What follows belongs to an exercise in optimizing a design on an open flow for small area; a production flow would make more cautious choices. Function was checked by simulation only, so behaviour that the tests miss may differ from the original.

==> flow/design.v <==
`timescale 1ns/10ps
module pos_bit_count (
    input  wire [255:0] gn,
    output wire [8:0]   cnt
);
    wire s1;
    wire c2;
    wire s3;
    wire c4;
    wire s5;
    wire c6;
    wire s7;
    wire c8;
    wire s9;
    wire c10;
    wire s11;
    wire c12;
    wire s13;
    wire c14;
    wire s15;
    wire c16;
    wire s17;
    wire c18;
    wire s19;
    wire c20;
    wire s21;
    wire c22;
    wire s23;
    wire c24;
    wire s25;
    wire c26;
    wire s27;
    wire c28;
    wire s29;
    wire c30;
    wire s31;
    wire c32;
    wire s33;
    wire c34;
    wire s35;
    wire c36;
    wire s37;
    wire c38;
    wire s39;
    wire c40;
    wire s41;
    wire c42;
    wire s43;
    wire c44;
    wire s45;
    wire c46;
    wire s47;
    wire c48;
    wire s49;
    wire c50;
    wire s51;
    wire c52;
    wire s53;
    wire c54;
    wire s55;
    wire c56;
    wire s57;
    wire c58;
    wire s59;
    wire c60;
    wire s61;
    wire c62;
    wire s63;
    wire c64;
    wire s65;
    wire c66;
    wire s67;
    wire c68;
    wire s69;
    wire c70;
    wire s71;
    wire c72;
    wire s73;
    wire c74;
    wire s75;
    wire c76;
    wire s77;
    wire c78;
    wire s79;
    wire c80;
    wire s81;
    wire c82;
    wire s83;
    wire c84;
    wire s85;
    wire c86;
    wire s87;
    wire c88;
    wire s89;
    wire c90;
    wire s91;
    wire c92;
    wire s93;
    wire c94;
    wire s95;
    wire c96;
    wire s97;
    wire c98;
    wire s99;
    wire c100;
    wire s101;
    wire c102;
    wire s103;
    wire c104;
    wire s105;
    wire c106;
    wire s107;
    wire c108;
    wire s109;
    wire c110;
    wire s111;
    wire c112;
    wire s113;
    wire c114;
    wire s115;
    wire c116;
    wire s117;
    wire c118;
    wire s119;
    wire c120;
    wire s121;
    wire c122;
    wire s123;
    wire c124;
    wire s125;
    wire c126;
    wire s127;
    wire c128;
    wire s129;
    wire c130;
    wire s131;
    wire c132;
    wire s133;
    wire c134;
    wire s135;
    wire c136;
    wire s137;
    wire c138;
    wire s139;
    wire c140;
    wire s141;
    wire c142;
    wire s143;
    wire c144;
    wire s145;
    wire c146;
    wire s147;
    wire c148;
    wire s149;
    wire c150;
    wire s151;
    wire c152;
    wire s153;
    wire c154;
    wire s155;
    wire c156;
    wire s157;
    wire c158;
    wire s159;
    wire c160;
    wire s161;
    wire c162;
    wire s163;
    wire c164;
    wire s165;
    wire c166;
    wire s167;
    wire c168;
    wire s169;
    wire c170;
    wire s171;
    wire c172;
    wire s173;
    wire c174;
    wire s175;
    wire c176;
    wire s177;
    wire c178;
    wire s179;
    wire c180;
    wire s181;
    wire c182;
    wire s183;
    wire c184;
    wire s185;
    wire c186;
    wire s187;
    wire c188;
    wire s189;
    wire c190;
    wire s191;
    wire c192;
    wire s193;
    wire c194;
    wire s195;
    wire c196;
    wire s197;
    wire c198;
    wire s199;
    wire c200;
    wire s201;
    wire c202;
    wire s203;
    wire c204;
    wire s205;
    wire c206;
    wire s207;
    wire c208;
    wire s209;
    wire c210;
    wire s211;
    wire c212;
    wire s213;
    wire c214;
    wire s215;
    wire c216;
    wire s217;
    wire c218;
    wire s219;
    wire c220;
    wire s221;
    wire c222;
    wire s223;
    wire c224;
    wire s225;
    wire c226;
    wire s227;
    wire c228;
    wire s229;
    wire c230;
    wire s231;
    wire c232;
    wire s233;
    wire c234;
    wire s235;
    wire c236;
    wire s237;
    wire c238;
    wire s239;
    wire c240;
    wire s241;
    wire c242;
    wire s243;
    wire c244;
    wire s245;
    wire c246;
    wire s247;
    wire c248;
    wire s249;
    wire c250;
    wire s251;
    wire c252;
    wire s253;
    wire c254;
    wire h255;
    wire k256;
    wire s257;
    wire c258;
    wire s259;
    wire c260;
    wire s261;
    wire c262;
    wire s263;
    wire c264;
    wire s265;
    wire c266;
    wire s267;
    wire c268;
    wire s269;
    wire c270;
    wire s271;
    wire c272;
    wire s273;
    wire c274;
    wire s275;
    wire c276;
    wire s277;
    wire c278;
    wire s279;
    wire c280;
    wire s281;
    wire c282;
    wire s283;
    wire c284;
    wire s285;
    wire c286;
    wire s287;
    wire c288;
    wire s289;
    wire c290;
    wire s291;
    wire c292;
    wire s293;
    wire c294;
    wire s295;
    wire c296;
    wire s297;
    wire c298;
    wire s299;
    wire c300;
    wire s301;
    wire c302;
    wire s303;
    wire c304;
    wire s305;
    wire c306;
    wire s307;
    wire c308;
    wire s309;
    wire c310;
    wire s311;
    wire c312;
    wire s313;
    wire c314;
    wire s315;
    wire c316;
    wire s317;
    wire c318;
    wire s319;
    wire c320;
    wire s321;
    wire c322;
    wire s323;
    wire c324;
    wire s325;
    wire c326;
    wire s327;
    wire c328;
    wire s329;
    wire c330;
    wire s331;
    wire c332;
    wire s333;
    wire c334;
    wire s335;
    wire c336;
    wire s337;
    wire c338;
    wire s339;
    wire c340;
    wire s341;
    wire c342;
    wire s343;
    wire c344;
    wire s345;
    wire c346;
    wire s347;
    wire c348;
    wire s349;
    wire c350;
    wire s351;
    wire c352;
    wire s353;
    wire c354;
    wire s355;
    wire c356;
    wire s357;
    wire c358;
    wire s359;
    wire c360;
    wire s361;
    wire c362;
    wire s363;
    wire c364;
    wire s365;
    wire c366;
    wire s367;
    wire c368;
    wire s369;
    wire c370;
    wire s371;
    wire c372;
    wire s373;
    wire c374;
    wire s375;
    wire c376;
    wire s377;
    wire c378;
    wire s379;
    wire c380;
    wire s381;
    wire c382;
    wire h383;
    wire k384;
    wire s385;
    wire c386;
    wire s387;
    wire c388;
    wire s389;
    wire c390;
    wire s391;
    wire c392;
    wire s393;
    wire c394;
    wire s395;
    wire c396;
    wire s397;
    wire c398;
    wire s399;
    wire c400;
    wire s401;
    wire c402;
    wire s403;
    wire c404;
    wire s405;
    wire c406;
    wire s407;
    wire c408;
    wire s409;
    wire c410;
    wire s411;
    wire c412;
    wire s413;
    wire c414;
    wire s415;
    wire c416;
    wire s417;
    wire c418;
    wire s419;
    wire c420;
    wire s421;
    wire c422;
    wire s423;
    wire c424;
    wire s425;
    wire c426;
    wire s427;
    wire c428;
    wire s429;
    wire c430;
    wire s431;
    wire c432;
    wire s433;
    wire c434;
    wire s435;
    wire c436;
    wire s437;
    wire c438;
    wire s439;
    wire c440;
    wire s441;
    wire c442;
    wire s443;
    wire c444;
    wire s445;
    wire c446;
    wire h447;
    wire k448;
    wire s449;
    wire c450;
    wire s451;
    wire c452;
    wire s453;
    wire c454;
    wire s455;
    wire c456;
    wire s457;
    wire c458;
    wire s459;
    wire c460;
    wire s461;
    wire c462;
    wire s463;
    wire c464;
    wire s465;
    wire c466;
    wire s467;
    wire c468;
    wire s469;
    wire c470;
    wire s471;
    wire c472;
    wire s473;
    wire c474;
    wire s475;
    wire c476;
    wire s477;
    wire c478;
    wire h479;
    wire k480;
    wire s481;
    wire c482;
    wire s483;
    wire c484;
    wire s485;
    wire c486;
    wire s487;
    wire c488;
    wire s489;
    wire c490;
    wire s491;
    wire c492;
    wire s493;
    wire c494;
    wire h495;
    wire k496;
    wire s497;
    wire c498;
    wire s499;
    wire c500;
    wire s501;
    wire c502;
    wire h503;
    wire k504;
    wire s505;
    wire c506;
    wire h507;
    wire k508;
    wire h509;
    wire k510;
    atf_fa u_s1 (.a(gn[0]), .b(gn[1]), .c(gn[2]), .s(s1), .co(c2));
    atf_fa u_s3 (.a(gn[3]), .b(gn[4]), .c(gn[5]), .s(s3), .co(c4));
    atf_fa u_s5 (.a(gn[6]), .b(gn[7]), .c(gn[8]), .s(s5), .co(c6));
    atf_fa u_s7 (.a(gn[9]), .b(gn[10]), .c(gn[11]), .s(s7), .co(c8));
    atf_fa u_s9 (.a(gn[12]), .b(gn[13]), .c(gn[14]), .s(s9), .co(c10));
    atf_fa u_s11 (.a(gn[15]), .b(gn[16]), .c(gn[17]), .s(s11), .co(c12));
    atf_fa u_s13 (.a(gn[18]), .b(gn[19]), .c(gn[20]), .s(s13), .co(c14));
    atf_fa u_s15 (.a(gn[21]), .b(gn[22]), .c(gn[23]), .s(s15), .co(c16));
    atf_fa u_s17 (.a(gn[24]), .b(gn[25]), .c(gn[26]), .s(s17), .co(c18));
    atf_fa u_s19 (.a(gn[27]), .b(gn[28]), .c(gn[29]), .s(s19), .co(c20));
    atf_fa u_s21 (.a(gn[30]), .b(gn[31]), .c(gn[32]), .s(s21), .co(c22));
    atf_fa u_s23 (.a(gn[33]), .b(gn[34]), .c(gn[35]), .s(s23), .co(c24));
    atf_fa u_s25 (.a(gn[36]), .b(gn[37]), .c(gn[38]), .s(s25), .co(c26));
    atf_fa u_s27 (.a(gn[39]), .b(gn[40]), .c(gn[41]), .s(s27), .co(c28));
    atf_fa u_s29 (.a(gn[42]), .b(gn[43]), .c(gn[44]), .s(s29), .co(c30));
    atf_fa u_s31 (.a(gn[45]), .b(gn[46]), .c(gn[47]), .s(s31), .co(c32));
    atf_fa u_s33 (.a(gn[48]), .b(gn[49]), .c(gn[50]), .s(s33), .co(c34));
    atf_fa u_s35 (.a(gn[51]), .b(gn[52]), .c(gn[53]), .s(s35), .co(c36));
    atf_fa u_s37 (.a(gn[54]), .b(gn[55]), .c(gn[56]), .s(s37), .co(c38));
    atf_fa u_s39 (.a(gn[57]), .b(gn[58]), .c(gn[59]), .s(s39), .co(c40));
    atf_fa u_s41 (.a(gn[60]), .b(gn[61]), .c(gn[62]), .s(s41), .co(c42));
    atf_fa u_s43 (.a(gn[63]), .b(gn[64]), .c(gn[65]), .s(s43), .co(c44));
    atf_fa u_s45 (.a(gn[66]), .b(gn[67]), .c(gn[68]), .s(s45), .co(c46));
    atf_fa u_s47 (.a(gn[69]), .b(gn[70]), .c(gn[71]), .s(s47), .co(c48));
    atf_fa u_s49 (.a(gn[72]), .b(gn[73]), .c(gn[74]), .s(s49), .co(c50));
    atf_fa u_s51 (.a(gn[75]), .b(gn[76]), .c(gn[77]), .s(s51), .co(c52));
    atf_fa u_s53 (.a(gn[78]), .b(gn[79]), .c(gn[80]), .s(s53), .co(c54));
    atf_fa u_s55 (.a(gn[81]), .b(gn[82]), .c(gn[83]), .s(s55), .co(c56));
    atf_fa u_s57 (.a(gn[84]), .b(gn[85]), .c(gn[86]), .s(s57), .co(c58));
    atf_fa u_s59 (.a(gn[87]), .b(gn[88]), .c(gn[89]), .s(s59), .co(c60));
    atf_fa u_s61 (.a(gn[90]), .b(gn[91]), .c(gn[92]), .s(s61), .co(c62));
    atf_fa u_s63 (.a(gn[93]), .b(gn[94]), .c(gn[95]), .s(s63), .co(c64));
    atf_fa u_s65 (.a(gn[96]), .b(gn[97]), .c(gn[98]), .s(s65), .co(c66));
    atf_fa u_s67 (.a(gn[99]), .b(gn[100]), .c(gn[101]), .s(s67), .co(c68));
    atf_fa u_s69 (.a(gn[102]), .b(gn[103]), .c(gn[104]), .s(s69), .co(c70));
    atf_fa u_s71 (.a(gn[105]), .b(gn[106]), .c(gn[107]), .s(s71), .co(c72));
    atf_fa u_s73 (.a(gn[108]), .b(gn[109]), .c(gn[110]), .s(s73), .co(c74));
    atf_fa u_s75 (.a(gn[111]), .b(gn[112]), .c(gn[113]), .s(s75), .co(c76));
    atf_fa u_s77 (.a(gn[114]), .b(gn[115]), .c(gn[116]), .s(s77), .co(c78));
    atf_fa u_s79 (.a(gn[117]), .b(gn[118]), .c(gn[119]), .s(s79), .co(c80));
    atf_fa u_s81 (.a(gn[120]), .b(gn[121]), .c(gn[122]), .s(s81), .co(c82));
    atf_fa u_s83 (.a(gn[123]), .b(gn[124]), .c(gn[125]), .s(s83), .co(c84));
    atf_fa u_s85 (.a(gn[126]), .b(gn[127]), .c(gn[128]), .s(s85), .co(c86));
    atf_fa u_s87 (.a(gn[129]), .b(gn[130]), .c(gn[131]), .s(s87), .co(c88));
    atf_fa u_s89 (.a(gn[132]), .b(gn[133]), .c(gn[134]), .s(s89), .co(c90));
    atf_fa u_s91 (.a(gn[135]), .b(gn[136]), .c(gn[137]), .s(s91), .co(c92));
    atf_fa u_s93 (.a(gn[138]), .b(gn[139]), .c(gn[140]), .s(s93), .co(c94));
    atf_fa u_s95 (.a(gn[141]), .b(gn[142]), .c(gn[143]), .s(s95), .co(c96));
    atf_fa u_s97 (.a(gn[144]), .b(gn[145]), .c(gn[146]), .s(s97), .co(c98));
    atf_fa u_s99 (.a(gn[147]), .b(gn[148]), .c(gn[149]), .s(s99), .co(c100));
    atf_fa u_s101 (.a(gn[150]), .b(gn[151]), .c(gn[152]), .s(s101), .co(c102));
    atf_fa u_s103 (.a(gn[153]), .b(gn[154]), .c(gn[155]), .s(s103), .co(c104));
    atf_fa u_s105 (.a(gn[156]), .b(gn[157]), .c(gn[158]), .s(s105), .co(c106));
    atf_fa u_s107 (.a(gn[159]), .b(gn[160]), .c(gn[161]), .s(s107), .co(c108));
    atf_fa u_s109 (.a(gn[162]), .b(gn[163]), .c(gn[164]), .s(s109), .co(c110));
    atf_fa u_s111 (.a(gn[165]), .b(gn[166]), .c(gn[167]), .s(s111), .co(c112));
    atf_fa u_s113 (.a(gn[168]), .b(gn[169]), .c(gn[170]), .s(s113), .co(c114));
    atf_fa u_s115 (.a(gn[171]), .b(gn[172]), .c(gn[173]), .s(s115), .co(c116));
    atf_fa u_s117 (.a(gn[174]), .b(gn[175]), .c(gn[176]), .s(s117), .co(c118));
    atf_fa u_s119 (.a(gn[177]), .b(gn[178]), .c(gn[179]), .s(s119), .co(c120));
    atf_fa u_s121 (.a(gn[180]), .b(gn[181]), .c(gn[182]), .s(s121), .co(c122));
    atf_fa u_s123 (.a(gn[183]), .b(gn[184]), .c(gn[185]), .s(s123), .co(c124));
    atf_fa u_s125 (.a(gn[186]), .b(gn[187]), .c(gn[188]), .s(s125), .co(c126));
    atf_fa u_s127 (.a(gn[189]), .b(gn[190]), .c(gn[191]), .s(s127), .co(c128));
    atf_fa u_s129 (.a(gn[192]), .b(gn[193]), .c(gn[194]), .s(s129), .co(c130));
    atf_fa u_s131 (.a(gn[195]), .b(gn[196]), .c(gn[197]), .s(s131), .co(c132));
    atf_fa u_s133 (.a(gn[198]), .b(gn[199]), .c(gn[200]), .s(s133), .co(c134));
    atf_fa u_s135 (.a(gn[201]), .b(gn[202]), .c(gn[203]), .s(s135), .co(c136));
    atf_fa u_s137 (.a(gn[204]), .b(gn[205]), .c(gn[206]), .s(s137), .co(c138));
    atf_fa u_s139 (.a(gn[207]), .b(gn[208]), .c(gn[209]), .s(s139), .co(c140));
    atf_fa u_s141 (.a(gn[210]), .b(gn[211]), .c(gn[212]), .s(s141), .co(c142));
    atf_fa u_s143 (.a(gn[213]), .b(gn[214]), .c(gn[215]), .s(s143), .co(c144));
    atf_fa u_s145 (.a(gn[216]), .b(gn[217]), .c(gn[218]), .s(s145), .co(c146));
    atf_fa u_s147 (.a(gn[219]), .b(gn[220]), .c(gn[221]), .s(s147), .co(c148));
    atf_fa u_s149 (.a(gn[222]), .b(gn[223]), .c(gn[224]), .s(s149), .co(c150));
    atf_fa u_s151 (.a(gn[225]), .b(gn[226]), .c(gn[227]), .s(s151), .co(c152));
    atf_fa u_s153 (.a(gn[228]), .b(gn[229]), .c(gn[230]), .s(s153), .co(c154));
    atf_fa u_s155 (.a(gn[231]), .b(gn[232]), .c(gn[233]), .s(s155), .co(c156));
    atf_fa u_s157 (.a(gn[234]), .b(gn[235]), .c(gn[236]), .s(s157), .co(c158));
    atf_fa u_s159 (.a(gn[237]), .b(gn[238]), .c(gn[239]), .s(s159), .co(c160));
    atf_fa u_s161 (.a(gn[240]), .b(gn[241]), .c(gn[242]), .s(s161), .co(c162));
    atf_fa u_s163 (.a(gn[243]), .b(gn[244]), .c(gn[245]), .s(s163), .co(c164));
    atf_fa u_s165 (.a(gn[246]), .b(gn[247]), .c(gn[248]), .s(s165), .co(c166));
    atf_fa u_s167 (.a(gn[249]), .b(gn[250]), .c(gn[251]), .s(s167), .co(c168));
    atf_fa u_s169 (.a(gn[252]), .b(gn[253]), .c(gn[254]), .s(s169), .co(c170));
    atf_fa u_s171 (.a(gn[255]), .b(s1), .c(s3), .s(s171), .co(c172));
    atf_fa u_s173 (.a(s5), .b(s7), .c(s9), .s(s173), .co(c174));
    atf_fa u_s175 (.a(s11), .b(s13), .c(s15), .s(s175), .co(c176));
    atf_fa u_s177 (.a(s17), .b(s19), .c(s21), .s(s177), .co(c178));
    atf_fa u_s179 (.a(s23), .b(s25), .c(s27), .s(s179), .co(c180));
    atf_fa u_s181 (.a(s29), .b(s31), .c(s33), .s(s181), .co(c182));
    atf_fa u_s183 (.a(s35), .b(s37), .c(s39), .s(s183), .co(c184));
    atf_fa u_s185 (.a(s41), .b(s43), .c(s45), .s(s185), .co(c186));
    atf_fa u_s187 (.a(s47), .b(s49), .c(s51), .s(s187), .co(c188));
    atf_fa u_s189 (.a(s53), .b(s55), .c(s57), .s(s189), .co(c190));
    atf_fa u_s191 (.a(s59), .b(s61), .c(s63), .s(s191), .co(c192));
    atf_fa u_s193 (.a(s65), .b(s67), .c(s69), .s(s193), .co(c194));
    atf_fa u_s195 (.a(s71), .b(s73), .c(s75), .s(s195), .co(c196));
    atf_fa u_s197 (.a(s77), .b(s79), .c(s81), .s(s197), .co(c198));
    atf_fa u_s199 (.a(s83), .b(s85), .c(s87), .s(s199), .co(c200));
    atf_fa u_s201 (.a(s89), .b(s91), .c(s93), .s(s201), .co(c202));
    atf_fa u_s203 (.a(s95), .b(s97), .c(s99), .s(s203), .co(c204));
    atf_fa u_s205 (.a(s101), .b(s103), .c(s105), .s(s205), .co(c206));
    atf_fa u_s207 (.a(s107), .b(s109), .c(s111), .s(s207), .co(c208));
    atf_fa u_s209 (.a(s113), .b(s115), .c(s117), .s(s209), .co(c210));
    atf_fa u_s211 (.a(s119), .b(s121), .c(s123), .s(s211), .co(c212));
    atf_fa u_s213 (.a(s125), .b(s127), .c(s129), .s(s213), .co(c214));
    atf_fa u_s215 (.a(s131), .b(s133), .c(s135), .s(s215), .co(c216));
    atf_fa u_s217 (.a(s137), .b(s139), .c(s141), .s(s217), .co(c218));
    atf_fa u_s219 (.a(s143), .b(s145), .c(s147), .s(s219), .co(c220));
    atf_fa u_s221 (.a(s149), .b(s151), .c(s153), .s(s221), .co(c222));
    atf_fa u_s223 (.a(s155), .b(s157), .c(s159), .s(s223), .co(c224));
    atf_fa u_s225 (.a(s161), .b(s163), .c(s165), .s(s225), .co(c226));
    atf_fa u_s227 (.a(s167), .b(s169), .c(s171), .s(s227), .co(c228));
    atf_fa u_s229 (.a(s173), .b(s175), .c(s177), .s(s229), .co(c230));
    atf_fa u_s231 (.a(s179), .b(s181), .c(s183), .s(s231), .co(c232));
    atf_fa u_s233 (.a(s185), .b(s187), .c(s189), .s(s233), .co(c234));
    atf_fa u_s235 (.a(s191), .b(s193), .c(s195), .s(s235), .co(c236));
    atf_fa u_s237 (.a(s197), .b(s199), .c(s201), .s(s237), .co(c238));
    atf_fa u_s239 (.a(s203), .b(s205), .c(s207), .s(s239), .co(c240));
    atf_fa u_s241 (.a(s209), .b(s211), .c(s213), .s(s241), .co(c242));
    atf_fa u_s243 (.a(s215), .b(s217), .c(s219), .s(s243), .co(c244));
    atf_fa u_s245 (.a(s221), .b(s223), .c(s225), .s(s245), .co(c246));
    atf_fa u_s247 (.a(s227), .b(s229), .c(s231), .s(s247), .co(c248));
    atf_fa u_s249 (.a(s233), .b(s235), .c(s237), .s(s249), .co(c250));
    atf_fa u_s251 (.a(s239), .b(s241), .c(s243), .s(s251), .co(c252));
    atf_fa u_s253 (.a(s245), .b(s247), .c(s249), .s(s253), .co(c254));
    assign h255 = s251 ^ s253;
    assign k256 = s251 & s253;
    atf_fa u_s257 (.a(c2), .b(c4), .c(c6), .s(s257), .co(c258));
    atf_fa u_s259 (.a(c8), .b(c10), .c(c12), .s(s259), .co(c260));
    atf_fa u_s261 (.a(c14), .b(c16), .c(c18), .s(s261), .co(c262));
    atf_fa u_s263 (.a(c20), .b(c22), .c(c24), .s(s263), .co(c264));
    atf_fa u_s265 (.a(c26), .b(c28), .c(c30), .s(s265), .co(c266));
    atf_fa u_s267 (.a(c32), .b(c34), .c(c36), .s(s267), .co(c268));
    atf_fa u_s269 (.a(c38), .b(c40), .c(c42), .s(s269), .co(c270));
    atf_fa u_s271 (.a(c44), .b(c46), .c(c48), .s(s271), .co(c272));
    atf_fa u_s273 (.a(c50), .b(c52), .c(c54), .s(s273), .co(c274));
    atf_fa u_s275 (.a(c56), .b(c58), .c(c60), .s(s275), .co(c276));
    atf_fa u_s277 (.a(c62), .b(c64), .c(c66), .s(s277), .co(c278));
    atf_fa u_s279 (.a(c68), .b(c70), .c(c72), .s(s279), .co(c280));
    atf_fa u_s281 (.a(c74), .b(c76), .c(c78), .s(s281), .co(c282));
    atf_fa u_s283 (.a(c80), .b(c82), .c(c84), .s(s283), .co(c284));
    atf_fa u_s285 (.a(c86), .b(c88), .c(c90), .s(s285), .co(c286));
    atf_fa u_s287 (.a(c92), .b(c94), .c(c96), .s(s287), .co(c288));
    atf_fa u_s289 (.a(c98), .b(c100), .c(c102), .s(s289), .co(c290));
    atf_fa u_s291 (.a(c104), .b(c106), .c(c108), .s(s291), .co(c292));
    atf_fa u_s293 (.a(c110), .b(c112), .c(c114), .s(s293), .co(c294));
    atf_fa u_s295 (.a(c116), .b(c118), .c(c120), .s(s295), .co(c296));
    atf_fa u_s297 (.a(c122), .b(c124), .c(c126), .s(s297), .co(c298));
    atf_fa u_s299 (.a(c128), .b(c130), .c(c132), .s(s299), .co(c300));
    atf_fa u_s301 (.a(c134), .b(c136), .c(c138), .s(s301), .co(c302));
    atf_fa u_s303 (.a(c140), .b(c142), .c(c144), .s(s303), .co(c304));
    atf_fa u_s305 (.a(c146), .b(c148), .c(c150), .s(s305), .co(c306));
    atf_fa u_s307 (.a(c152), .b(c154), .c(c156), .s(s307), .co(c308));
    atf_fa u_s309 (.a(c158), .b(c160), .c(c162), .s(s309), .co(c310));
    atf_fa u_s311 (.a(c164), .b(c166), .c(c168), .s(s311), .co(c312));
    atf_fa u_s313 (.a(c170), .b(c172), .c(c174), .s(s313), .co(c314));
    atf_fa u_s315 (.a(c176), .b(c178), .c(c180), .s(s315), .co(c316));
    atf_fa u_s317 (.a(c182), .b(c184), .c(c186), .s(s317), .co(c318));
    atf_fa u_s319 (.a(c188), .b(c190), .c(c192), .s(s319), .co(c320));
    atf_fa u_s321 (.a(c194), .b(c196), .c(c198), .s(s321), .co(c322));
    atf_fa u_s323 (.a(c200), .b(c202), .c(c204), .s(s323), .co(c324));
    atf_fa u_s325 (.a(c206), .b(c208), .c(c210), .s(s325), .co(c326));
    atf_fa u_s327 (.a(c212), .b(c214), .c(c216), .s(s327), .co(c328));
    atf_fa u_s329 (.a(c218), .b(c220), .c(c222), .s(s329), .co(c330));
    atf_fa u_s331 (.a(c224), .b(c226), .c(s257), .s(s331), .co(c332));
    atf_fa u_s333 (.a(s259), .b(s261), .c(s263), .s(s333), .co(c334));
    atf_fa u_s335 (.a(s265), .b(s267), .c(s269), .s(s335), .co(c336));
    atf_fa u_s337 (.a(s271), .b(s273), .c(s275), .s(s337), .co(c338));
    atf_fa u_s339 (.a(s277), .b(s279), .c(s281), .s(s339), .co(c340));
    atf_fa u_s341 (.a(s283), .b(s285), .c(s287), .s(s341), .co(c342));
    atf_fa u_s343 (.a(s289), .b(s291), .c(s293), .s(s343), .co(c344));
    atf_fa u_s345 (.a(s295), .b(s297), .c(s299), .s(s345), .co(c346));
    atf_fa u_s347 (.a(s301), .b(s303), .c(s305), .s(s347), .co(c348));
    atf_fa u_s349 (.a(s307), .b(s309), .c(s311), .s(s349), .co(c350));
    atf_fa u_s351 (.a(c228), .b(c230), .c(c232), .s(s351), .co(c352));
    atf_fa u_s353 (.a(c234), .b(c236), .c(c238), .s(s353), .co(c354));
    atf_fa u_s355 (.a(c240), .b(c242), .c(c244), .s(s355), .co(c356));
    atf_fa u_s357 (.a(c246), .b(s313), .c(s315), .s(s357), .co(c358));
    atf_fa u_s359 (.a(s317), .b(s319), .c(s321), .s(s359), .co(c360));
    atf_fa u_s361 (.a(s323), .b(s325), .c(s327), .s(s361), .co(c362));
    atf_fa u_s363 (.a(s329), .b(s331), .c(s333), .s(s363), .co(c364));
    atf_fa u_s365 (.a(s335), .b(s337), .c(s339), .s(s365), .co(c366));
    atf_fa u_s367 (.a(s341), .b(s343), .c(s345), .s(s367), .co(c368));
    atf_fa u_s369 (.a(s347), .b(s349), .c(c248), .s(s369), .co(c370));
    atf_fa u_s371 (.a(c250), .b(c252), .c(s351), .s(s371), .co(c372));
    atf_fa u_s373 (.a(s353), .b(s355), .c(s357), .s(s373), .co(c374));
    atf_fa u_s375 (.a(s359), .b(s361), .c(s363), .s(s375), .co(c376));
    atf_fa u_s377 (.a(s365), .b(s367), .c(c254), .s(s377), .co(c378));
    atf_fa u_s379 (.a(s369), .b(s371), .c(s373), .s(s379), .co(c380));
    atf_fa u_s381 (.a(s375), .b(k256), .c(s377), .s(s381), .co(c382));
    assign h383 = s379 ^ s381;
    assign k384 = s379 & s381;
    atf_fa u_s385 (.a(c258), .b(c260), .c(c262), .s(s385), .co(c386));
    atf_fa u_s387 (.a(c264), .b(c266), .c(c268), .s(s387), .co(c388));
    atf_fa u_s389 (.a(c270), .b(c272), .c(c274), .s(s389), .co(c390));
    atf_fa u_s391 (.a(c276), .b(c278), .c(c280), .s(s391), .co(c392));
    atf_fa u_s393 (.a(c282), .b(c284), .c(c286), .s(s393), .co(c394));
    atf_fa u_s395 (.a(c288), .b(c290), .c(c292), .s(s395), .co(c396));
    atf_fa u_s397 (.a(c294), .b(c296), .c(c298), .s(s397), .co(c398));
    atf_fa u_s399 (.a(c300), .b(c302), .c(c304), .s(s399), .co(c400));
    atf_fa u_s401 (.a(c306), .b(c308), .c(c310), .s(s401), .co(c402));
    atf_fa u_s403 (.a(c312), .b(c314), .c(c316), .s(s403), .co(c404));
    atf_fa u_s405 (.a(c318), .b(c320), .c(c322), .s(s405), .co(c406));
    atf_fa u_s407 (.a(c324), .b(c326), .c(c328), .s(s407), .co(c408));
    atf_fa u_s409 (.a(c330), .b(c332), .c(c334), .s(s409), .co(c410));
    atf_fa u_s411 (.a(c336), .b(c338), .c(c340), .s(s411), .co(c412));
    atf_fa u_s413 (.a(c342), .b(c344), .c(c346), .s(s413), .co(c414));
    atf_fa u_s415 (.a(c348), .b(c350), .c(s385), .s(s415), .co(c416));
    atf_fa u_s417 (.a(s387), .b(s389), .c(s391), .s(s417), .co(c418));
    atf_fa u_s419 (.a(s393), .b(s395), .c(s397), .s(s419), .co(c420));
    atf_fa u_s421 (.a(s399), .b(s401), .c(c352), .s(s421), .co(c422));
    atf_fa u_s423 (.a(c354), .b(c356), .c(c358), .s(s423), .co(c424));
    atf_fa u_s425 (.a(c360), .b(c362), .c(c364), .s(s425), .co(c426));
    atf_fa u_s427 (.a(c366), .b(c368), .c(s403), .s(s427), .co(c428));
    atf_fa u_s429 (.a(s405), .b(s407), .c(s409), .s(s429), .co(c430));
    atf_fa u_s431 (.a(s411), .b(s413), .c(s415), .s(s431), .co(c432));
    atf_fa u_s433 (.a(s417), .b(s419), .c(c370), .s(s433), .co(c434));
    atf_fa u_s435 (.a(c372), .b(c374), .c(c376), .s(s435), .co(c436));
    atf_fa u_s437 (.a(s421), .b(s423), .c(s425), .s(s437), .co(c438));
    atf_fa u_s439 (.a(s427), .b(s429), .c(s431), .s(s439), .co(c440));
    atf_fa u_s441 (.a(c378), .b(c380), .c(s433), .s(s441), .co(c442));
    atf_fa u_s443 (.a(s435), .b(s437), .c(s439), .s(s443), .co(c444));
    atf_fa u_s445 (.a(c382), .b(s441), .c(s443), .s(s445), .co(c446));
    assign h447 = k384 ^ s445;
    assign k448 = k384 & s445;
    atf_fa u_s449 (.a(c386), .b(c388), .c(c390), .s(s449), .co(c450));
    atf_fa u_s451 (.a(c392), .b(c394), .c(c396), .s(s451), .co(c452));
    atf_fa u_s453 (.a(c398), .b(c400), .c(c402), .s(s453), .co(c454));
    atf_fa u_s455 (.a(c404), .b(c406), .c(c408), .s(s455), .co(c456));
    atf_fa u_s457 (.a(c410), .b(c412), .c(c414), .s(s457), .co(c458));
    atf_fa u_s459 (.a(c416), .b(c418), .c(c420), .s(s459), .co(c460));
    atf_fa u_s461 (.a(s449), .b(s451), .c(s453), .s(s461), .co(c462));
    atf_fa u_s463 (.a(c422), .b(c424), .c(c426), .s(s463), .co(c464));
    atf_fa u_s465 (.a(c428), .b(c430), .c(c432), .s(s465), .co(c466));
    atf_fa u_s467 (.a(s455), .b(s457), .c(s459), .s(s467), .co(c468));
    atf_fa u_s469 (.a(s461), .b(c434), .c(c436), .s(s469), .co(c470));
    atf_fa u_s471 (.a(c438), .b(c440), .c(s463), .s(s471), .co(c472));
    atf_fa u_s473 (.a(s465), .b(s467), .c(c442), .s(s473), .co(c474));
    atf_fa u_s475 (.a(c444), .b(s469), .c(s471), .s(s475), .co(c476));
    atf_fa u_s477 (.a(c446), .b(s473), .c(s475), .s(s477), .co(c478));
    assign h479 = k448 ^ s477;
    assign k480 = k448 & s477;
    atf_fa u_s481 (.a(c450), .b(c452), .c(c454), .s(s481), .co(c482));
    atf_fa u_s483 (.a(c456), .b(c458), .c(c460), .s(s483), .co(c484));
    atf_fa u_s485 (.a(c462), .b(s481), .c(c464), .s(s485), .co(c486));
    atf_fa u_s487 (.a(c466), .b(c468), .c(s483), .s(s487), .co(c488));
    atf_fa u_s489 (.a(c470), .b(c472), .c(s485), .s(s489), .co(c490));
    atf_fa u_s491 (.a(s487), .b(c474), .c(c476), .s(s491), .co(c492));
    atf_fa u_s493 (.a(s489), .b(c478), .c(s491), .s(s493), .co(c494));
    assign h495 = k480 ^ s493;
    assign k496 = k480 & s493;
    atf_fa u_s497 (.a(c482), .b(c484), .c(c486), .s(s497), .co(c498));
    atf_fa u_s499 (.a(c488), .b(c490), .c(s497), .s(s499), .co(c500));
    atf_fa u_s501 (.a(c492), .b(s499), .c(c494), .s(s501), .co(c502));
    assign h503 = k496 ^ s501;
    assign k504 = k496 & s501;
    atf_fa u_s505 (.a(c498), .b(c500), .c(c502), .s(s505), .co(c506));
    assign h507 = k504 ^ s505;
    assign k508 = k504 & s505;
    assign h509 = c506 ^ k508;
    assign k510 = c506 & k508;
    assign cnt[0] = h255;
    assign cnt[1] = h383;
    assign cnt[2] = h447;
    assign cnt[3] = h479;
    assign cnt[4] = h495;
    assign cnt[5] = h503;
    assign cnt[6] = h507;
    assign cnt[7] = h509;
    assign cnt[8] = k510;
endmodule
module atf_fa (
    input  wire a,
    input  wire b,
    input  wire c,
    output wire s,
    output wire co
);
    assign s = a ^ b ^ c;
    assign co = (a & b) | (a & c) | (b & c);
endmodule
`timescale 1ns/10ps
module advanced_trace_filter #(
    parameter DETERMINISTIC_DATA_WIDTH = 256,
    parameter NUM_OF_SEEDS = 4,
    parameter RANGES_PER_SEED = 4,
    parameter SEEDS_ADDR_WIDTH = 2,
    parameter RANGES_ADDR_WIDTH = 2,
    parameter BIT_COUNTS_WIDTH = 11
) (
    input wire clk,
    input wire rst_n,
    input wire en,
    input wire [DETERMINISTIC_DATA_WIDTH-1:0] data_pkt_deterministic,
    input wire [DETERMINISTIC_DATA_WIDTH-1:0] seed_input,
    input wire [DETERMINISTIC_DATA_WIDTH-1:0] seed_mask_input,
    input wire [SEEDS_ADDR_WIDTH-1:0] seed_address,
    input wire seed_write_enable,
    input wire [BIT_COUNTS_WIDTH-1:0] lower_bound_input,
    input wire [BIT_COUNTS_WIDTH-1:0] upper_bound_input,
    input wire [RANGES_ADDR_WIDTH-1:0] range_address,
    input wire range_write_enable,
    output wire drop_pkt,
    output wire keep_pkt,
    output wire [BIT_COUNTS_WIDTH-1:0] result_bit_counts_0_probe,
    output wire [BIT_COUNTS_WIDTH-1:0] lower_bound_0_0_probe,
    output wire [BIT_COUNTS_WIDTH-1:0] upper_bound_0_0_probe,
    output wire [NUM_OF_SEEDS*BIT_COUNTS_WIDTH-1:0] bit_counts
);
    localparam W = 256;
    localparam NS = 4;
    localparam NR = 4;
    reg [W-1:0] match_one_n [NS-1:0];    
    reg [W-1:0] match_zero_n [NS-1:0];   
    reg [NS-1:0] seed_valid;           
    wire [W-1:0] enc_one_n;
    wire [W-1:0] enc_zero_n;
    for (genvar k = 0; k < W; k++) begin : g_enc
        atf_nand2 u_one (.a(seed_input[k]), .b(seed_mask_input[k]), .y(enc_one_n[k]));
        atf_nand2 u_zero (.a(seed_mask_input[k]), .b(enc_one_n[k]), .y(enc_zero_n[k]));
    end
    always @(posedge clk) begin
        for (int i = 0; i < NS; i++) begin
            if (seed_write_enable && seed_address == i) begin
                match_one_n[i] <= enc_one_n;
                match_zero_n[i] <= enc_zero_n;
            end
        end
    end
    always @(posedge clk) begin
        if (!rst_n) begin
            seed_valid <= '0;
        end else if (seed_write_enable) begin
            seed_valid[seed_address] <= 1'b1;
        end
    end
    reg [8:0] counts [NS-1:0];
    for (genvar i = 0; i < NS; i++) begin : g_seed
        wire [W-1:0] agree;
        wire [8:0] pc;
        for (genvar k = 0; k < W; k++) begin : g_bit
            assign agree[k] = ~(data_pkt_deterministic[k] ? match_one_n[i][k] : match_zero_n[i][k]);
        end
        pos_bit_count pos_bit_count_inst (
            .gn(agree),
            .cnt(pc)
        );
        always @(posedge clk) begin
            counts[i] <= (rst_n && seed_valid[i]) ? pc : 9'd0;
        end
        assign bit_counts[i*BIT_COUNTS_WIDTH +: BIT_COUNTS_WIDTH] = {2'b00, counts[i]};
    end
    assign result_bit_counts_0_probe = {2'b00, counts[0]};
    reg [10:0] lower_0_0;
    reg [10:0] upper_0_0;
    reg [8:0] lower_n [1:NS*NR-1];
    reg [8:0] upper_n [1:NS*NR-1];
    wire [8:0] lower_in_n = (|lower_bound_input[10:9]) ? 9'h000 : ~lower_bound_input[8:0];
    wire [8:0] upper_in_n = (|upper_bound_input[10:9]) ? 9'h000 : ~upper_bound_input[8:0];
    wire [3:0] range_index = {seed_address, range_address};
    wire [10:0] lower_load = rst_n ? lower_bound_input : 11'h7ff;
    wire [10:0] upper_load = rst_n ? upper_bound_input : 11'h000;
    wire [8:0] lower_n_load = rst_n ? lower_in_n : 9'h000;
    wire [8:0] upper_n_load = rst_n ? upper_in_n : 9'h1ff;
    wire [NS*NR-1:0] range_load;
    for (genvar k = 0; k < NS*NR; k++) begin : g_rload
        assign range_load[k] = !rst_n || (range_write_enable && range_index == k);
    end
    always @(posedge clk) begin
        if (range_load[0]) begin
            lower_0_0 <= lower_load;
            upper_0_0 <= upper_load;
        end
    end
    always @(posedge clk) begin
        for (int k = 1; k < NS*NR; k++) begin
            if (range_load[k]) begin
                lower_n[k] <= lower_n_load;
                upper_n[k] <= upper_n_load;
            end
        end
    end
    assign lower_bound_0_0_probe = lower_0_0;
    assign upper_bound_0_0_probe = upper_0_0;
    wire [NS*NR-1:0] in_range;
    for (genvar k = 0; k < NS*NR; k++) begin : g_cmp
        wire [8:0] c = counts[k/NR];
        wire [8:0] ln;
        wire [8:0] un;
        wire [9:0] ge_c;
        wire [9:0] gt_c;
        wire lower_ok;
        wire upper_ok;
        if (k == 0) begin : g_exact
            assign ln = ~lower_0_0[8:0];
            assign un = ~upper_0_0[8:0];
            assign lower_ok = ~|lower_0_0[10:9] & ge_c[9];
            assign upper_ok = |upper_0_0[10:9] | ~gt_c[9];
        end else begin : g_sat
            assign ln = lower_n[k];
            assign un = upper_n[k];
            assign lower_ok = ge_c[9];
            assign upper_ok = ~gt_c[9];
        end
        assign ge_c[0] = 1'b1;
        assign gt_c[0] = 1'b0;
        assign ge_c[1] = c[0] | ln[0];
        assign gt_c[1] = c[0] & un[0];
        for (genvar n = 1; n < 9; n++) begin : g_bit
            atf_maj3 u_ge (.a(c[n]), .b(ln[n]), .c(ge_c[n]), .y(ge_c[n+1]));
            atf_maj3 u_gt (.a(c[n]), .b(un[n]), .c(gt_c[n]), .y(gt_c[n+1]));
        end
        assign in_range[k] = lower_ok & upper_ok;
    end
    wire hit = |in_range;
    reg keep;
    always @(posedge clk) begin
        keep <= rst_n && en && hit;
    end
    assign keep_pkt = keep;
    assign drop_pkt = ~keep;
endmodule
module atf_nand2 (
    input  wire a,
    input  wire b,
    output wire y
);
    assign y = ~(a & b);
endmodule
module atf_maj3 (
    input  wire a,
    input  wire b,
    input  wire c,
    output wire y
);
    assign y = (a & b) | (a & c) | (b & c);
endmodule
==> flow/flow/run.sh <==
#!/bin/bash
# Layout flow: the standard flow (standard.sh, unchanged synthesis) with
# two layout settings changed:
#  - input and output ports are buffered with the smallest buffer
#    (sky130_fd_sc_hd__buf_1) instead of the default delay buffer;
#  - clock tree synthesis builds the tree from sky130_fd_sc_hd__clkbuf_4 (clusters of at most 10 flip-flops within 40 um) and
#    adds no dummy loads.
# standard.sh's output goes to standard.log; ORFS keeps each step's log in orfs/logs/.
export BUFFER_PORTS_ARGS="-buffer_cell sky130_fd_sc_hd__buf_1"
export CTS_ARGS="-sink_clustering_enable -repair_clock_nets -dont_use_dummy_load -buf_list sky130_fd_sc_hd__clkbuf_4 -sink_clustering_size 10 -sink_clustering_max_diameter 40"
bash standard.sh > standard.log 2>&1
==> flow/standard.sh <==
#!/bin/bash
# synth_recipe.tcl (not shown) runs the flow's synth.tcl, then flattens the netlist and writes it again
# the make line also repeats each setting of config.mk as NAME=value (left out here)
make -C /OpenROAD-flow-scripts/flow DESIGN_CONFIG=/design/flow/config.mk WORK_HOME=/design/flow/orfs CLKGATE_MAP_FILE= SYNTH_SCRIPT=/design/flow/synth_recipe.tcl "${@:-finish}"
==> flow/config.mk <==
export PLATFORM = sky130hd
export DESIGN_NAME = advanced_trace_filter
export DESIGN_NICKNAME = advanced_trace_filter
export VERILOG_FILES = /design/flow/design.v
export SDC_FILE = /design/flow/constraint.sdc
export NUM_CORES = 4
export LEC_CHECK = 0
export CAP_MARGIN = 20
export CORE_MARGIN = 2
export CORE_UTILIZATION = 65
export SLEW_MARGIN = 20
export SYNTH_HIERARCHICAL = 1
export SYNTH_MINIMUM_KEEP_SIZE = 0
==> flow/constraint.sdc <==
create_clock -name core_clock -period 12.0 [get_ports {clk}]
set_input_delay 2.4000 -clock core_clock [delete_from_list [all_inputs] [get_ports {clk}]]
set_output_delay 2.4000 -clock core_clock [all_outputs]
set_load 0.01 [all_outputs]
==> flow_metrics.py, run 1 <==
metrics = {
    "placement": {
        "portBuffers": 867,
        "dp_slack_ns": 2.24,
        "dp.cells": 8519,
        "hpwl_mm": 225,
        "place_congestion": 0.954,
        "placed_area_um2": 114000,
    },
    "setup_path": {
        "cp.arrival_ns": 9.66,
        "crit_family": "adder cells",
        "worstPathRequired_ns": 13.24,
        "slowest_stage": "fa_1",
        "r2r_slack_ns": 4.48,
        "startpoint": "data_pkt_deterministic[133]",
        "r2r_start": "match_one_n[3][133]$_DFFE_PP_",
        "crit_buf_inv": 1,
        "cp_max_fo": 4,
        "path_class": "input port to flip-flop",
        "startpoint_type": "input port",
        "cpPeakStageDelay_ns": 0.75,
        "cp-end-kind": "flip-flop",
        "path_cells": "buf_1 -> mux2i_1 -> fa_1 -> fa_1 -> fa_1 -> fa_1 -> fa_1 -> fa_1 -> fa_1 -> fa_1 -> fa_1 -> fa_1 -> fa_1 -> fa_1 -> ha_1 -> ha_1 -> and3_1",
        "path_common_cell": "fa_1",
    },
    "drt": {
        "wl_mm": 286,
        "final_antenna_net_count": 0,
        "drtIter0Drc": 5802,
        "num_vias": 53900,
        "first_pass_iters": 6,
        "wl_per_cell_um": 32.1,
        "drcViolationCount": 0,
        "viasPerCell": 6.06,
    },
    "die": {
        "ios": 878,
        "rows": 150,
        "die_area_um2": 171000,
        "core_um2": 167000,
        "dieWidth_um": 413,
        "start_util_pct": 65.3,
        "die_y_um": 413,
    },
    "global_routing": {
        "track_usage_pct": 34.2,
        "grt_max_degree": 152,
        "grt_pass1_wl_mm": 396,
        "antenna_found_initial": 71,
        "gr-total-overflow": 0,
        "grt_pass1_vias": 55530,
    },
    "logic_synthesis": {
        "synth_top_area_share_pct": 64.6,
        "syn_inst": 5704,
        "ys_ff_latch": 2381,
        "synth-edff-count": 2340,
        "syn_area_um2": 109000,
        "yosysWarnings": 12,
        "postSynthAreaPerCell_um2": 19.1,
        "ys_async_sr_fraction_pct": 0,
        "synth-main-ff-cell": "edfxtp_1",
        "ys_types": 32,
        "synthTopCellsByArea": "edfxtp_1 65%, fa_1 18%, mux2i_1 9.4%",
        "yosysTopAreaCell": "edfxtp_1",
        "ys_seq_area_share_pct": 65.3,
    },
    "timing": {
        "worst_slew_pin_slew_ns": 1.11,
        "setup_viol_count_final": 0,
        "fin_crit_sh_pct": 70.2,
        "rsz0062_at_grt": "no",
        "final.min_clock_period_ns": 8.42,
        "whs_ns": 0.597,
        "clock.fmax_mhz": 119,
        "max-slew-margin-rel_pct": 26.3,
        "hold_viol": 0,
        "fin_ws_ns": 3.58,
        "slew_viol_final": 0,
        "clock-skew-final_ns": 0.107,
    },
    "cts": {
        "ctsHoldBuffers": 0,
        "cts.clk_slew.worst_paths_ns": 0.07,
        "clk_path_buf_depth": 4,
        "cts_setup_buffers": 0,
        "htreeDepth": 5,
        "clk_latency_ns": 1.42,
        "cts_root_buffer": "clkbuf_4",
        "cts_tree": "yes",
        "ctsResizeCount": 0,
        "cts_buffers": 333,
        "cts.sinks": 2381,
    },
    "run": {
        "max_cap_viol_count": 0,
    },
    "min_path": {
        "min_from": "seed_valid[2]$_SDFFE_PN0P_",
        "hold_class": "flip-flop to flip-flop",
    },
    "finish": {
        "drive_gt1_share_pct": 10.3,
        "layoutNonFillerInstCount": 8889,
        "final_net_count": 8469,
        "syn_to_final_growth_pct": 7.16,
        "final_area_um2": 117000,
    },
    "run_status": {
        "status": "complete, no violations",
    },
}
-- worst reg2reg max path, cell delays in order (launching register included) --
cell	delay, ns
edfxtp_1	0.40
mux2i_1	0.20
fa_1	0.51
fa_1	0.75
fa_1	0.55
fa_1	0.53
fa_1	0.49
fa_1	0.52
fa_1	0.51
fa_1	0.42
fa_1	0.46
fa_1	0.43
fa_1	0.39
fa_1	0.49
ha_1	0.22
ha_1	0.28
and3_1	0.18
-- Yosys cell counts (16+ instances only) --
cell type,count
edfxtp_1,2340
mux2i_1,1024
fa_1,988
nand2_1,515
clkbuf_1,261
maj3_2,256
buf_4,57
dfxtp_1,41
and3_1,36
inv_1,33
ha_1,32
and2_1,25
nor2_1,24
or2_2,17
o21ai_0,16
-- cells in the final DEF, fill, tap and decap left out --
cell type,netlist,final
ha_1,32,32
clkbuf_2,1,1
a222oi_1,1,1
buf_1,0,866
or3b_1,1,1
inv_1,33,33
nand3_1,2,2
dfxtp_1,41,41
nor2b_1,1,1
and2_4,1,1
or2_1,1,1
maj3_2,256,256
nand3b_1,2,2
nor2_4,0,4
nor2_2,0,13
edfxtp_1,2340,2340
conb_1,1,10
a41oi_1,1,1
fa_1,988,988
mux2i_1,1024,1024
or2_2,17,17
o21ai_4,0,1
and3_1,36,36
nand2_1,515,515
nand2b_1,14,14
nor4_1,1,1
buf_12,0,7
clkbuf_4,0,333
o21ai_1,0,15
nor2_1,24,7
and2_1,25,25
diode_2,0,37
a221oi_1,1,1
o22ai_1,5,5
o21a_1,4,4
buf_4,57,49
-- through the flow --
stage | utilization (%) | TNS [ns]
final | 69.9 | 0
after global routing | 69.9 | 0
after CTS | 69.9 | 0
after detailed placement | 68.4 | 0
after global placement | 68.4 | 0
after floorplan | - | -2269.58
-- state kept, by name (all words and copies together) (netlist names) --
signal and cells:
match_one_n 1024, match_zero_n 1024, lower_n 135, upper_n 135, counts 36, lower_0_0 11
upper_0_0 11, seed_valid 4, keep 1
-- Yosys stat by module, one instance, submodules excluded --
module / copies in the design / flip-flops and latches
atf_maj3: 256 / 0
atf_nand2: 512 / 0
atf_fa: 988 / 0
advanced_trace_filter: 1 / 2381
pos_bit_count: 4 / 0
-- area by class of cell --
class                      count  area, um^2
antenna                       37        92.6
clock buffer                 333        2500
fill                       10990       50100
inverter                      33         124
multi-input combinational   2978       36300
sequential                  2381       71100
tap                         2204        2760
timing repair buffer         923        3760
-- final timing paths --
| check | end | cells past startpoint |
|---|---|---|
| setup / recovery | counts[3][7]$_SDFF_PN0_ | 17 |
| hold reg to reg | counts[2][7]$_SDFF_PN0_ | 1 |
| hold / removal | counts[2][7]$_SDFF_PN0_ | 1 |
| setup reg to reg | counts[3][7]$_SDFF_PN0_ | 16 |
-- metal layers --
layer | up-vias | global-route usage, % | wire, um
met3 | 502 | 8.03 | 27500
li1 | 22645 | - | -
met2 | 2769 | 55.1 | 140000
met4 | 54 | 12.0 | 10100
met5 | - | 0 | 343
met1 | 27930 | 46.5 | 108000
-- kinds of logic after synthesis --
kind of cell | Yosys count | share of synthesized area, %
other cells | 1 | 0.00345
simple gates | 640 | 2.45
mux | 1024 | 9.42
fa+ha+maj | 1276 | 21.2
buf+inv | 354 | 1.43
flops | 2381 | 65.3
compound gates | 28 | 0.155
==> run 2: changes to the inputs <==
--- a/flow/design.v
+++ b/flow/design.v
@@ -851,12 +851,17 @@
             seed_valid[seed_address] <= 1'b1;
         end
     end
+    wire [W-1:0] data_n = ~data_pkt_deterministic;
     reg [8:0] counts [NS-1:0];
     for (genvar i = 0; i < NS; i++) begin : g_seed
         wire [W-1:0] agree;
         wire [8:0] pc;
         for (genvar k = 0; k < W; k++) begin : g_bit
-            assign agree[k] = ~(data_pkt_deterministic[k] ? match_one_n[i][k] : match_zero_n[i][k]);
+            atf_oai22 u_agree (
+                .a1(data_pkt_deterministic[k]), .a2(match_zero_n[i][k]),
+                .b1(data_n[k]), .b2(match_one_n[i][k]),
+                .y(agree[k])
+            );
         end
         pos_bit_count pos_bit_count_inst (
             .gn(agree),
@@ -944,6 +949,15 @@
 );
     assign y = ~(a & b);
 endmodule
+module atf_oai22 (
+    input  wire a1,
+    input  wire a2,
+    input  wire b1,
+    input  wire b2,
+    output wire y
+);
+    assign y = ~((a1 | a2) & (b1 | b2));
+endmodule
 module atf_maj3 (
     input  wire a,
     input  wire b,
==> run 2 against run 1 <==
Net effect:
- critical endpoint unchanged
- largest cell class unchanged
- cell area decreased by 2.5%
- routed wire length increased by 0.77%
- critical path depth increased by 1
- via count increased by 6.6%
- first-iteration DRC count increased by 19%
- final cell count increased by 2.4%
- worst setup slack got worse by 0.021 ns
==> flow_metrics.py, run 2 <==
metrics = {
    "logic_synthesis": {
        "postSynthAreaPerCell_um2": 18.4,
        "yosysTopAreaCell": "edfxtp_1",
        "ys_ff_latch": 2381,
        "syn_area_um2": 105000,
        "yosysMostFrequentCell": "edfxtp_1",
        "synth-edff-count": 2340,
        "synth-main-ff-cell": "edfxtp_1",
        "ys_async_sr_fraction_pct": 0,
        "synthTopCellsByArea": "edfxtp_1 67%, fa_1 19%, o22ai_1 6.1%",
        "ys_types": 32,
        "syn_inst": 5710,
        "ys_seq_area_share_pct": 67.7,
        "synth_top_area_share_pct": 66.9,
        "yosysWarnings": 17,
        "synth.top_cells.by_count": "2340 x edfxtp_1, 1031 x o22ai_1, 988 x fa_1, 519 x nand2_1, 288 x inv_1",
    },
    "drt": {
        "wl_mm": 288,
        "wl_per_cell_um": 31.6,
        "final_antenna_net_count": 0,
        "drcViolationCount": 0,
        "num_vias": 57482,
        "drtIter0Drc": 6877,
        "first_pass_iters": 6,
        "viasPerCell": 6.32,
    },
    "cts": {
        "cts_tree": "yes",
        "cts_buffers": 335,
        "htreeDepth": 5,
        "clk_latency_ns": 1.35,
        "cts.sinks": 2381,
        "ctsHoldBuffers": 0,
        "ctsResizeCount": 0,
        "cts_root_buffer": "clkbuf_4",
        "clk_path_buf_depth": 4,
        "cts_setup_buffers": 0,
        "cts.clk_slew.worst_paths_ns": 0.09,
    },
    "timing": {
        "rsz0062_at_grt": "no",
        "hold_viol": 0,
        "clock.fmax_mhz": 118,
        "worst_slew_pin_slew_ns": 1.12,
        "max-slew-margin-rel_pct": 25.5,
        "slew_viol_final": 0,
        "fin_crit_sh_pct": 70.4,
        "clock-skew-final_ns": 0.0992,
        "setup_viol_count_final": 0,
        "whs_ns": 0.552,
        "final.min_clock_period_ns": 8.44,
    },
    "die": {
        "die_y_um": 406,
        "rows": 147,
        "ios": 878,
        "dieWidth_um": 406,
        "core_um2": 161000,
        "die_area_um2": 165000,
        "start_util_pct": 65.4,
    },
    "setup_path": {
        "cp.arrival_ns": 9.62,
        "cp_max_fo": 5,
        "path_cells": "buf_1 -> inv_1 -> o22ai_1 -> fa_1 -> fa_1 -> fa_1 -> fa_1 -> fa_1 -> fa_1 -> fa_1 -> fa_1 -> fa_1 -> fa_1 -> fa_1 -> fa_1 -> ha_1 -> ha_1 -> and3_1",
        "crit_family": "adder cells",
        "slowest_stage": "fa_1",
        "cp-end-kind": "flip-flop",
        "crit_buf_inv": 2,
        "path_class": "input port to flip-flop",
        "rr_worst_depth": 16,
        "path_common_cell": "fa_1",
        "startpoint_type": "input port",
        "worstPathRequired_ns": 13.18,
        "worst-path-stages": 18,
        "cpPeakStageDelay_ns": 0.77,
    },
    "global_routing": {
        "grt_use_met2_pct": 55.2,
        "use_met1_pct": 48.1,
        "grt_max_degree": 148,
        "track_usage_pct": 35.6,
        "gr-total-overflow": 0,
        "antenna_found_initial": 63,
        "grt_pass1_vias": 58696,
        "grt_pass1_wl_mm": 403,
        "top_usage_layer": "met2",
        "use_met3_pct": 9.36,
    },
    "finish": {
        "seqCellArea_um2": 71100,
        "final_common_cell": "edfxtp_1",
        "final_net_count": 8730,
        "syn_to_final_growth_pct": 8.30,
        "final_cell_mix": "2340 x edfxtp_1, 1031 x o22ai_1, 988 x fa_1",
        "drive_gt1_share_pct": 9.91,
        "final_area_um2": 114000,
        "reg.largest.list": "match_one_n (1024), match_zero_n (1024)",
        "multi_input_area_um2": 32500,
        "layoutNonFillerInstCount": 9100,
        "fillCellCount": 10558,
    },
    "placement": {
        "place_congestion": 0.992,
        "dp.cells": 8734,
        "hpwl_mm": 224,
        "placed_area_um2": 111000,
        "portBuffers": 867,
    },
    "min_path": {
        "hold_class": "flip-flop to flip-flop",
        "min_path_cells": 1,
    },
    "run_status": {
        "status": "complete, no violations",
    },
    "run": {
        "max_cap_viol_count": 0,
    },
}
[run 2: changes by cell type after synthesis, moves of 3 or more]
cell and delta:
o21ai_0 -10, mux2i_1 -1024, o31ai_1 +8, o22ai_1 +1026, inv_1 +255, nand2_1 +4
clkbuf_1 -256, nor2_1 -3
[run 2: area by class of cell]
type                            instances  area share, %
Sequential cell                      2381           62.5
Multi-Input combinational cell       2982           28.6
Timing Repair Buffer                  923           3.32
Tap cell                             2160           2.38
Clock buffer                          335           2.21
Inverter                              288          0.951
Antenna cell                           31         0.0682
[run 2: per-layer routing]
layer	up-vias	share of wire [%]	wire length, um
met2	3279	48	137000
met4	74	4.8	13700
li1	24242	-	-
met1	29254	36	105000
met3	633	11	32000
met5	-	0.19	543
[run 2: modules after synthesis, one instance, submodules excluded]
module	cell area, um^2	cells inside	flops+latches
advanced_trace_filter	73300	2862	2381
pos_bit_count	168	17	0
atf_fa	20.0	1	0
atf_maj3	11.3	1	0
atf_oai22	6.26	1	0
atf_nand2	3.75	1	0
[run 2: logic make-up (layout without fill, tap and decap cells)]
kind of cell | after synthesis | after routing | synth area share (%)
compound gates | 1053 | 1053 | 6.29
buf+inv | 356 | 1546 | 1.49
other cells | 1 | 41 | 0.00357
flops | 2381 | 2381 | 67.7
simple gates | 643 | 643 | 2.55
fa+ha+maj | 1276 | 1276 | 22.0
[run 2: final timing paths]
path	start	endpoint	slack [ns]
max	data_pkt_deterministic[5]	counts[3][7]$_SDFF_PN0_	3.56
min	seed_valid[2]$_SDFFE_PN0P_	counts[2][6]$_SDFF_PN0_	0.55
max reg2reg	match_zero_n[3][5]$_DFFE_PP_	counts[3][7]$_SDFF_PN0_	4.53
min reg2reg	seed_valid[2]$_SDFFE_PN0P_	counts[2][6]$_SDFF_PN0_	0.55
[run 2: metrics by stage]
stage | setup WS (ns) | setup TNS, ns | utilization, %
floorplan | -3.83 | -3556.12 | -
global placement | 2.38 | 0 | 69.2
detailed placement | 2.29 | 0 | 69.2
CTS | 3.73 | 0 | 70.8
global route | 3.43 | 0 | 70.8
finish | 3.56 | 0 | 70.8
==> run 3: changes to the inputs <==
==> flow/flow/run.sh (replaced) <==
#!/bin/bash
# Layout flow: the standard flow (standard.sh, unchanged synthesis) with
# these layout changes:
#  - after floorplanning, every combinational cell is swapped to the smallest
#    drive strength of the same cell (flow/downsize.tcl); the later placement
#    repair steps re-buffer or re-size wherever slew, capacitance or timing
#    need it;
#  - input and output ports are buffered with the smallest buffer
#    (sky130_fd_sc_hd__buf_1) instead of the default delay buffer;
#  - clock tree synthesis builds the tree from sky130_fd_sc_hd__clkbuf_4
#    (clusters of at most 10 flip-flops within 40 um) and adds no dummy loads.
# Each tool's output goes to its own log here: standard_floorplan.log,
# downsize.log, standard.log (and ORFS keeps each step's log in orfs/logs/).
set -e
export BUFFER_PORTS_ARGS="-buffer_cell sky130_fd_sc_hd__buf_1"
export CTS_ARGS="-sink_clustering_enable -repair_clock_nets -dont_use_dummy_load -buf_list sky130_fd_sc_hd__clkbuf_4 -sink_clustering_size 10 -sink_clustering_max_diameter 40"
bash standard.sh floorplan > standard_floorplan.log 2>&1
R=orfs/results/sky130hd/advanced_trace_filter/base
cp $R/2_floorplan.odb $R/2_floorplan_orig.odb
IN_ODB=$R/2_floorplan_orig.odb OUT_ODB=$R/2_floorplan.odb openroad -no_init -exit flow/downsize.tcl > downsize.log 2>&1
bash standard.sh > standard.log 2>&1
==> flow/flow/downsize.tcl (new file) <==
# Swap every combinational cell to the smallest-area variant of the same cell
# (same function and pins, smaller drive strength). Registers are left as they are.
read_liberty $::env(FLOW_HOME)/platforms/sky130hd/lib/sky130_fd_sc_hd__tt_025C_1v80.lib
read_db $::env(IN_ODB)
set lib [lindex [get_libs *] 0]
array set best {}
foreach lc [get_lib_cells */*] {
  set name [get_property $lc name]
  if {![regexp {^(sky130_fd_sc_hd__[a-z0-9]+)_([0-9]+)$} $name -> base drive]} continue
  set a [get_property $lc area]
  if {[regexp {__(df|edf|sdf|sedf|dl|tap|fill|decap|conb|lpflow|probe|clk)} $name]} continue
  if {![info exists best($base)] || $a < [lindex $best($base) 1]} { set best($base) [list $name $a] }
}
set n 0; set saved 0
foreach inst [get_cells *] {
  set m [get_property $inst ref_name]
  if {![regexp {^(sky130_fd_sc_hd__[a-z0-9]+)_([0-9]+)$} $m -> base drive]} continue
  if {![info exists best($base)]} continue
  if {[regexp {__(df|edf|sdf|sedf|dl|tap|fill|decap|conb|lpflow|probe|clk)} $m]} continue
  set lc [get_lib_cells */$m]
  set b [lindex $best($base) 0]
  if {$b == $m} continue
  set a0 [get_property $lc area]
  set a1 [lindex $best($base) 1]
  if {$a1 < $a0} {
    replace_cell $inst $b
    incr n
    set saved [expr {$saved + $a0 - $a1}]
  }
}
puts "downsized $n cells, saved $saved um2"
write_db $::env(OUT_ODB)
==> run 3 against run 2 <==
Net effect:
- synthesized area stayed put
- die area did not move
- global-route usage is 0.12 points higher
- via count is 0.41% higher
- worst setup slack better by 0.024 ns
- synthesized cell count is the same
- worst hold slack lost 0.0072 ns
- fmax increased by 0.29%
- critical path depth unchanged
==> flow_metrics.py, run 3 <==
metrics = {
    "setup_path": {
        "rr_worst_depth": 16,
        "startpoint_type": "input port",
        "worstPathRequired_ns": 13.23,
        "cp_max_fo": 5,
        "path_class": "input port to flip-flop",
        "cp.arrival_ns": 9.64,
        "cp-end-kind": "flip-flop",
    },
    "global_routing": {
        "grt_pass1_vias": 58603,
        "gr-total-overflow": 0,
        "grt_pass1_wl_mm": 404,
        "grt_max_degree": 165,
        "antenna_found_initial": 82,
        "track_usage_pct": 35.7,
    },
    "drt": {
        "first_pass_iters": 6,
        "num_vias": 57715,
        "final_antenna_net_count": 0,
        "wl_mm": 290,
        "drtIter0Drc": 7041,
        "viasPerCell": 6.33,
        "wl_per_cell_um": 31.8,
        "drcViolationCount": 0,
    },
    "cts": {
        "clk_path_buf_depth": 4,
        "cts_tree": "yes",
        "ctsResizeCount": 0,
        "cts_buffers": 335,
        "cts.clk_slew.worst_paths_ns": 0.10,
        "cts.sinks": 2381,
        "clk_latency_ns": 1.37,
        "cts_root_buffer": "clkbuf_4",
        "ctsHoldBuffers": 0,
        "htreeDepth": 5,
        "cts_setup_buffers": 0,
    },
    "logic_synthesis": {
        "ys_seq_area_share_pct": 67.7,
        "yosysTopAreaCell": "edfxtp_1",
        "synthTopCellsByArea": "edfxtp_1 67%, fa_1 19%, o22ai_1 6.1%",
        "synth-edff-count": 2340,
        "postSynthAreaPerCell_um2": 18.4,
        "syn_area_um2": 105000,
        "ys_ff_latch": 2381,
        "yosysMostFrequentCell": "edfxtp_1",
        "synth-main-ff-cell": "edfxtp_1",
        "ys_async_sr_fraction_pct": 0,
        "ys_types": 32,
        "yosysWarnings": 17,
        "syn_inst": 5710,
        "synth_top_area_share_pct": 66.9,
        "synth.top_cells.by_count": "2340 x edfxtp_1, 1031 x o22ai_1, 988 x fa_1, 519 x nand2_1, 288 x inv_1",
    },
    "die": {
        "ios": 878,
        "rows": 147,
        "start_util_pct": 65.4,
        "dieWidth_um": 406,
        "die_y_um": 406,
        "die_area_um2": 165000,
        "core_um2": 161000,
    },
    "timing": {
        "tns_ns": 0,
        "hold_viol": 0,
        "fin_ws_ns": 3.58,
        "clock.fmax_mhz": 119,
        "rsz0062_at_grt": "no",
        "worst_slew_pin_slew_ns": 1.18,
        "max-slew-margin-rel_pct": 21.4,
        "slew_viol_final": 0,
        "final.min_clock_period_ns": 8.42,
        "fin_crit_sh_pct": 70.2,
        "clock-skew-final_ns": 0.134,
        "setup_viol_count_final": 0,
    },
    "finish": {
        "fin_util_pct": 70.6,
        "fillCellCount": 10536,
        "reg.largest.list": "match_one_n (1024), match_zero_n (1024)",
        "final_net_count": 8735,
        "syn_to_final_growth_pct": 8.02,
        "final_cell_mix": "2340 x edfxtp_1, 1031 x o22ai_1, 988 x fa_1",
        "final_common_cell": "edfxtp_1",
        "final_area_um2": 113000,
        "drive_gt1_share_pct": 6.19,
    },
    "placement": {
        "dp_slack_ns": 2.22,
        "hpwl_mm": 225,
        "place_congestion": 0.979,
        "placed_area_um2": 111000,
        "portBuffers": 867,
    },
    "min_path": {
        "min_path_cells": 1,
        "hold_class": "flip-flop to flip-flop",
    },
    "run": {
        "max_cap_viol_count": 0,
    },
    "run_status": {
        "status": "complete, no violations",
    },
}
-- run 3: kinds of logic after synthesis --
kind of cell / synth area share [%]
DFF: 67.7
other: 0.00357
adders and majority gates: 22.0
buffers and inverters: 1.49
AOI/OAI and AO/OA: 6.29
and+or+nand+nor: 2.55
-- run 3: stage by stage --
stage,hold WS (ns),instances
detailed placement,0.560,8739
CTS,0.540,9074
finish,0.545,9114
global route,0.565,9103
global placement,0.558,8739
floorplan,0.526,5719
-- run 3: area by class of cell --
cell class / instances / area (um^2) / share of cell area [%]
inverters: 288 / 1080 / 0.953
repair buffers: 928 / 3800 / 3.35
multi-input cells: 2982 / 32100 / 28.3
diodes: 40 / 100 / 0.0883
flip-flops and latches: 2381 / 71100 / 62.7
well taps: 2160 / 2700 / 2.38
clock buffers: 335 / 2510 / 2.22
-- run 3: layer usage --
metal	routed length [um]	GRT usage (%)	part of all wire [%]	vias up
li1	-	-	-	24260
met1	107000	48.9	37	29553
met2	137000	55.4	47	3205
met3	32300	9.66	11	625
met4	12800	15.0	4.4	72
met5	458	0	0.16	-
-- run 3: path summary, 6_finish.rpt --
path         slack (ns)                           start                 endpoint
max reg2reg        4.53  match_zero_n[0][142]$_DFFE_PP_  counts[0][7]$_SDFF_PN0_
max                3.58      data_pkt_deterministic[63]  counts[3][7]$_SDFF_PN0_
min                0.54      seed_valid[3]$_SDFFE_PN0P_  counts[3][8]$_SDFF_PN0_
min reg2reg        0.54      seed_valid[3]$_SDFFE_PN0P_  counts[3][8]$_SDFF_PN0_
-- run 3: worst max-delay path, cell delays in order --
cell     delay [ns]
buf_1          0.19
inv_1          0.13
o22ai_1        0.24
fa_1           0.49
fa_1           0.58
fa_1           0.68
fa_1           0.60
fa_1           0.48
fa_1           0.52
fa_1           0.52
fa_1           0.43
fa_1           0.46
fa_1           0.42
fa_1           0.39
fa_1           0.46
ha_1           0.21
ha_1           0.27
and3_1         0.19
-- run 3: modules after synthesis (local to each module, per instance) --
module / flops+latches / cells
advanced_trace_filter: 2381 / 2862
atf_fa: 0 / 1
atf_maj3: 0 / 1
atf_nand2: 0 / 1
atf_oai22: 0 / 1
pos_bit_count: 0 / 17

-- what the ideal ports hide --
Ports are ideal in the flow. The routed layouts listed here were re-timed in OpenROAD. Step 1 (the two cells are an assumption about what drives the block):
set clk [get_ports {clk}]
set_driving_cell -lib_cell sky130_fd_sc_hd__clkbuf_16 $clk
set_driving_cell -lib_cell sky130_fd_sc_hd__buf_2 [delete_from_list [all_inputs] $clk]
Step 2, shift: input delay + t, output delay - t, t = (earliest + latest rising clock arrival at the registers) / 2. This alone moves slack from input paths to output paths. Three values: ideal, step 1, step 2; two values: the first two.
run | t, ns | slack for setup (ns) | cell pins on the clock port's net
run 1 | 1.459 | 3.579 / 3.561 / 2.102 | 1
run 2 | 1.380 | 3.558 / 3.581 / 2.201 | 1
run 3 | 1.389 | 3.582 / 3.598 / 2.208 | 1
After both steps setup and hold are still met in every run listed. The setup slack of run 1, which loses most, moves by -0.018 ns with the drivers and by -1.477 ns with both steps.
